This design comes from an exercise in tuning for small area, a short achievable clock period and few clock cycles on the open sky130 flow, not from production work.

## birch
==> flow/design.v <==
module MM(clk,i,j,reset,read,write,index,read_data,write_data,finish);
	input clk, reset;
	input [19:0] read_data;
	output [19:0] i, j;
	output read, write, index, finish;
	output [39:0] write_data;
	localparam S_SZ = 3'd0, S_RA = 3'd1, S_RB = 3'd2, S_W = 3'd3,
	           S_X = 3'd4, S_DR = 3'd5, S_FIN = 3'd6;
	reg [2:0] st, st_n;
	reg [2:0] k, k_n;           
	reg pend, pend_n;           
	reg [1:0] dcnt, dcnt_n;
	reg xcnt, xcnt_n;
	reg lastw, lastw_n;
	reg [19:0] row, row_n, col, col_n;    
	reg [19:0] mcm1, mcm1_n;
	reg [2:0] mbm1, mbm1_n;
	reg [19:0] ir, ir_n, jr, jr_n;
	reg rd, rd_n, wr, wr_n, idx, idx_n, fin, fin_n;
	wire col0 = (col == 20'd0);
	wire row0 = (row == 20'd0);
	wire [19:0] rowm1 = row - 20'd1;
	wire [19:0] colm1 = col - 20'd1;
	wire [19:0] nrow = col0 ? rowm1 : row;
	wire [19:0] ncol = col0 ? mcm1 : colm1;
	wire elast = row0 & col0;
	wire nlast = col0 ? ((row == 20'd1) & (mcm1 == 20'd0)) : (row0 & (col == 20'd1));
	wire [19:0] rd_dec = read_data - 20'd1;
	wire b1 = (mbm1 == 3'd0);
	wire b2 = (mbm1 == 3'd1);
	always @(*) begin
		st_n = st; k_n = k; pend_n = pend; dcnt_n = dcnt; xcnt_n = xcnt; lastw_n = lastw;
		row_n = row; col_n = col; mcm1_n = mcm1; mbm1_n = mbm1;
		ir_n = ir; jr_n = jr;
		rd_n = 1'b0; wr_n = 1'b0; idx_n = 1'b0; fin_n = 1'b0;
		case (st)
		S_SZ: begin
			rd_n = 1'b1; wr_n = 1'b1;
			case (ir[1:0])
			2'd0: begin row_n = rd_dec; ir_n = 20'd1; end
			2'd1: begin mbm1_n = rd_dec[2:0]; ir_n = 20'd2; end
			default: begin
				mcm1_n = rd_dec; col_n = rd_dec;
				st_n = S_RA; k_n = 3'd0; pend_n = 1'b0; lastw_n = 1'b0;
				ir_n = row; jr_n = 20'd0; wr_n = 1'b0;
			end
			endcase
		end
		S_RA: begin
			st_n = S_RB; ir_n = {17'd0, k}; jr_n = pend ? ncol : col;
			rd_n = 1'b1; idx_n = 1'b1;
		end
		S_RB: begin
			if (pend && (k == 3'd1 || b1)) begin
				st_n = S_W; ir_n = row; jr_n = col; wr_n = 1'b1;
			end else if (k != mbm1) begin
				st_n = S_RA; k_n = k + 3'd1;
				ir_n = pend ? nrow : row; jr_n = {17'd0, k + 3'd1}; rd_n = 1'b1;
			end else if (elast) begin
				st_n = S_DR; dcnt_n = 2'd3;
			end else if (b1 | b2) begin
				st_n = S_X; xcnt_n = b1; pend_n = 1'b1;
			end else begin
				st_n = S_RA; k_n = 3'd0; pend_n = 1'b1;
				ir_n = nrow; jr_n = 20'd0; rd_n = 1'b1;
			end
		end
		S_X: begin
			if (xcnt) xcnt_n = 1'b0;
			else begin
				st_n = S_RA; k_n = 3'd0; ir_n = nrow; jr_n = 20'd0; rd_n = 1'b1;
			end
		end
		S_W: begin
			if (lastw) begin
				st_n = S_FIN;
			end else begin
				row_n = nrow; col_n = ncol; pend_n = 1'b0;
				if (k != mbm1) begin
					st_n = S_RA; k_n = k + 3'd1;
					ir_n = nrow; jr_n = {17'd0, k + 3'd1}; rd_n = 1'b1;
				end else if (nlast) begin
					st_n = S_DR; dcnt_n = 2'd2;
				end else begin
					st_n = S_X; xcnt_n = 1'b0; pend_n = 1'b1;
				end
			end
		end
		S_DR: begin
			if (dcnt == 2'd0) begin
				st_n = S_W; lastw_n = 1'b1; ir_n = row; jr_n = col; wr_n = 1'b1; fin_n = 1'b1;
			end else dcnt_n = dcnt - 2'd1;
		end
		default: begin
			st_n = S_FIN;
		end
		endcase
	end
	always @(posedge clk) begin
		if (reset) begin
			st <= S_SZ; ir <= 20'd0; rd <= 1'b1; wr <= 1'b1; idx <= 1'b0; fin <= 1'b0;
		end else begin
			st <= st_n; ir <= ir_n; rd <= rd_n; wr <= wr_n; idx <= idx_n; fin <= fin_n;
		end
		k <= k_n; pend <= pend_n; dcnt <= dcnt_n; xcnt <= xcnt_n; lastw <= lastw_n;
		row <= row_n; col <= col_n; mcm1 <= mcm1_n; mbm1 <= mbm1_n;
		jr <= jr_n;
	end
	assign i = ir;
	assign j = jr;
	assign read = rd;
	assign write = wr;
	assign index = idx;
	assign finish = fin;
	reg [19:0] areg, breg;
	always @(posedge clk) begin
		if (st == S_RA) areg <= read_data;
		if (st == S_RB) breg <= read_data;
	end
	wire [10:0] y = (st == S_RB) ? {areg[9:0], 1'b0} : areg[19:9];
	reg [4:0] e_one, e_two, e_neg;
	integer m;
	always @(posedge clk) begin
		for (m = 0; m < 5; m = m + 1) begin
			e_neg[m] <= y[2*m+2];
			e_one[m] <= y[2*m+1] ^ y[2*m];
			e_two[m] <= (y[2*m+2] & ~y[2*m+1] & ~y[2*m]) | (~y[2*m+2] & y[2*m+1] & y[2*m]);
		end
	end
	wire [20:0] bx = {breg[19], breg};
	wire [20:0] b2x = {breg, 1'b0};
	reg [29:0] r0, r1, r2, r3, r4, r5;
	reg [20:0] pp;
	integer q;
	always @(*) begin
		r0 = 30'd0; r1 = 30'd0; r2 = 30'd0; r3 = 30'd0; r4 = 30'd0; r5 = 30'd0;
		for (q = 0; q < 5; q = q + 1) begin
			pp = ((bx & {21{e_one[q]}}) | (b2x & {21{e_two[q]}})) ^ {21{e_neg[q]}};
			case (q)
			0: r0 = {9'd0, ~pp[20], pp[19:0]};
			1: r1 = {7'd0, ~pp[20], pp[19:0], 1'b0, e_neg[0]};
			2: r2 = {5'd0, ~pp[20], pp[19:0], 1'b0, e_neg[1], 2'd0};
			3: r3 = {3'd0, ~pp[20], pp[19:0], 1'b0, e_neg[2], 4'd0};
			default: r4 = {1'd0, ~pp[20], pp[19:0], 1'b0, e_neg[3], 6'd0};
			endcase
		end
		r5 = {21'd0, e_neg[4], 8'd0};
	end
	wire [29:0] a1s = r0 ^ r1 ^ r2;
	wire [29:0] a1c = {((r0 & r1) | (r0 & r2) | (r1 & r2)), 1'b0};
	wire [29:0] b1s = r3 ^ r4 ^ r5;
	wire [29:0] b1c = {((r3 & r4) | (r3 & r5) | (r4 & r5)), 1'b0};
	wire [29:0] a2s = a1s ^ a1c ^ b1s;
	wire [29:0] a2c = {((a1s & a1c) | (a1s & b1s) | (a1c & b1s)), 1'b0};
	wire [29:0] a3s = a2s ^ a2c ^ b1c;
	wire [29:0] a3c = {((a2s & a2c) | (a2s & b1c) | (a2c & b1c)), 1'b0};
	reg [29:0] ps, pc, pr;
	reg v_lo1, f_lo1, v_hi1, v_lo2, f_lo2, v_hi2, v_lo3, f_lo3, v_hi3;
	always @(posedge clk) begin
		ps <= a3s; pc <= a3c;
		pr <= ps + pc + {10'd683, 20'd0};    
		v_lo1 <= (st == S_RB); f_lo1 <= (st == S_RB) && (k == 3'd0);
		v_hi1 <= v_lo1; v_lo2 <= v_lo1; f_lo2 <= f_lo1; v_hi2 <= v_hi1;
		v_lo3 <= v_lo2; f_lo3 <= f_lo2; v_hi3 <= v_hi2;
	end
	reg [39:0] acc;
	wire [39:0] accm = f_lo3 ? 40'd0 : acc;
	wire [39:0] pm = ({40{v_lo3}} & {{10{pr[29]}}, pr}) | ({40{v_hi3}} & {pr, 10'd0});
	always @(posedge clk) acc <= accm + pm;
	assign write_data = acc;
endmodule
export LEC_CHECK = 0
export CAP_MARGIN = 20
export CORE_MARGIN = 2
export CORE_UTILIZATION = 40
export SETUP_SLACK_MARGIN = 5
export SLEW_MARGIN = 20
create_clock -name core_clock -period 9.0 [get_ports {clk}]
standard.sh (not shown) runs the stock make flow with config.mk's settings and CLKGATE_MAP_FILE= SYNTH_SCRIPT=/design/flow/synth_recipe.tcl, a recipe that flattens the netlist after the stock synthesis.
==> flow/flow/run.sh <==
#!/bin/bash
# Standard ORFS layout, with repair_timing aiming further below the clock period.
set -euo pipefail
bash standard.sh SETUP_SLACK_MARGIN=6.0 finish > standard_flow.log 2>&1
birch was carried through to the last stage, and its layout satisfied the timing, design-rule and antenna checks.
#### Input delta (oak over birch)
--- a/flow/design.v
+++ b/flow/design.v
@@ -155,17 +155,30 @@
 	wire [29:0] a3s = a2s ^ a2c ^ b1c;
 	wire [29:0] a3c = {((a2s & a2c) | (a2s & b1c) | (a2c & b1c)), 1'b0};
 	reg [29:0] ps, pc, pr;
 	reg v_lo1, f_lo1, v_hi1, v_lo2, f_lo2, v_hi2, v_lo3, f_lo3, v_hi3;
 	always @(posedge clk) begin
 		ps <= a3s; pc <= a3c;
-		pr <= ps + pc + {10'd683, 20'd0};    
+		pr <= ps + pc;
 		v_lo1 <= (st == S_RB); f_lo1 <= (st == S_RB) && (k == 3'd0);
 		v_hi1 <= v_lo1; v_lo2 <= v_lo1; f_lo2 <= f_lo1; v_hi2 <= v_hi1;
 		v_lo3 <= v_lo2; f_lo3 <= f_lo2; v_hi3 <= v_hi2;
 	end
+	reg [39:0] init;
+	always @(*) begin
+		case (mbm1)
+		3'd0: init = 40'd0 - 40'd1 * 40'd341 * 40'd1025 * 40'd1048576;
+		3'd1: init = 40'd0 - 40'd2 * 40'd341 * 40'd1025 * 40'd1048576;
+		3'd2: init = 40'd0 - 40'd3 * 40'd341 * 40'd1025 * 40'd1048576;
+		3'd3: init = 40'd0 - 40'd4 * 40'd341 * 40'd1025 * 40'd1048576;
+		3'd4: init = 40'd0 - 40'd5 * 40'd341 * 40'd1025 * 40'd1048576;
+		3'd5: init = 40'd0 - 40'd6 * 40'd341 * 40'd1025 * 40'd1048576;
+		3'd6: init = 40'd0 - 40'd7 * 40'd341 * 40'd1025 * 40'd1048576;
+		default: init = 40'd0 - 40'd8 * 40'd341 * 40'd1025 * 40'd1048576;
+		endcase
+	end
 	reg [39:0] acc;
-	wire [39:0] accm = f_lo3 ? 40'd0 : acc;
-	wire [39:0] pm = ({40{v_lo3}} & {{10{pr[29]}}, pr}) | ({40{v_hi3}} & {pr, 10'd0});
+	wire [39:0] accm = f_lo3 ? init : acc;
+	wire [39:0] pm = ({40{v_lo3}} & {10'd0, pr}) | ({40{v_hi3}} & {pr, 10'd0});
 	always @(posedge clk) acc <= accm + pm;
 	assign write_data = acc;
 endmodule
--- outcome ---
Parity-gate share of the synthesized area counting xor and xnor cells essentially unchanged between oak and birch.
Looking at global-route total usage across every layer across oak and birch, the one that comes out lower is birch.
Between birch and oak, the number of enable-type register cells in the synthesized netlist does not differ in any meaningful way.
Summary of oak over birch: met3 routing resource usage after global routing higher.
Worst setup path endpoint: acc[36] -> birch, acc[39] -> oak
Where fmax is concerned, birch is better than oak.
Between oak and birch, the cell count is lower for birch.
No run of this note included a check of the RTL's function; only the layout flow was run.

afterwards: timing with drivers on the ports:
The results above use ideal ports. As a check the final layouts listed here were re-extracted and re-timed, cells and wires unchanged.
Step 1: set_driving_cell puts a clkbuf_16 on clk and a buf_2 on each other input, an assumption about the parent block.
Step 2 moves the port delays by t, midway between the first and last clock arrival at a register: inputs arrive t later, outputs are due t later. That takes back most of the time a late clock gives input paths.
a / b / c = ideal / step 1 / step 2; a / b = the first two.
| run | t (ns) | setup WS [ns] | worst setup path at the end |
|---|---|---|---|
| birch | 0.614 | 5.862 / 5.862 / 5.400 | input to register |
| oak | 0.613 | 5.643 / 5.643 / 5.101 | input to register |
After both steps every run listed still meets setup and hold. For oak, which loses most, drivers alone change the setup slack by 0.000 ns; drivers and shift together by -0.542 ns.
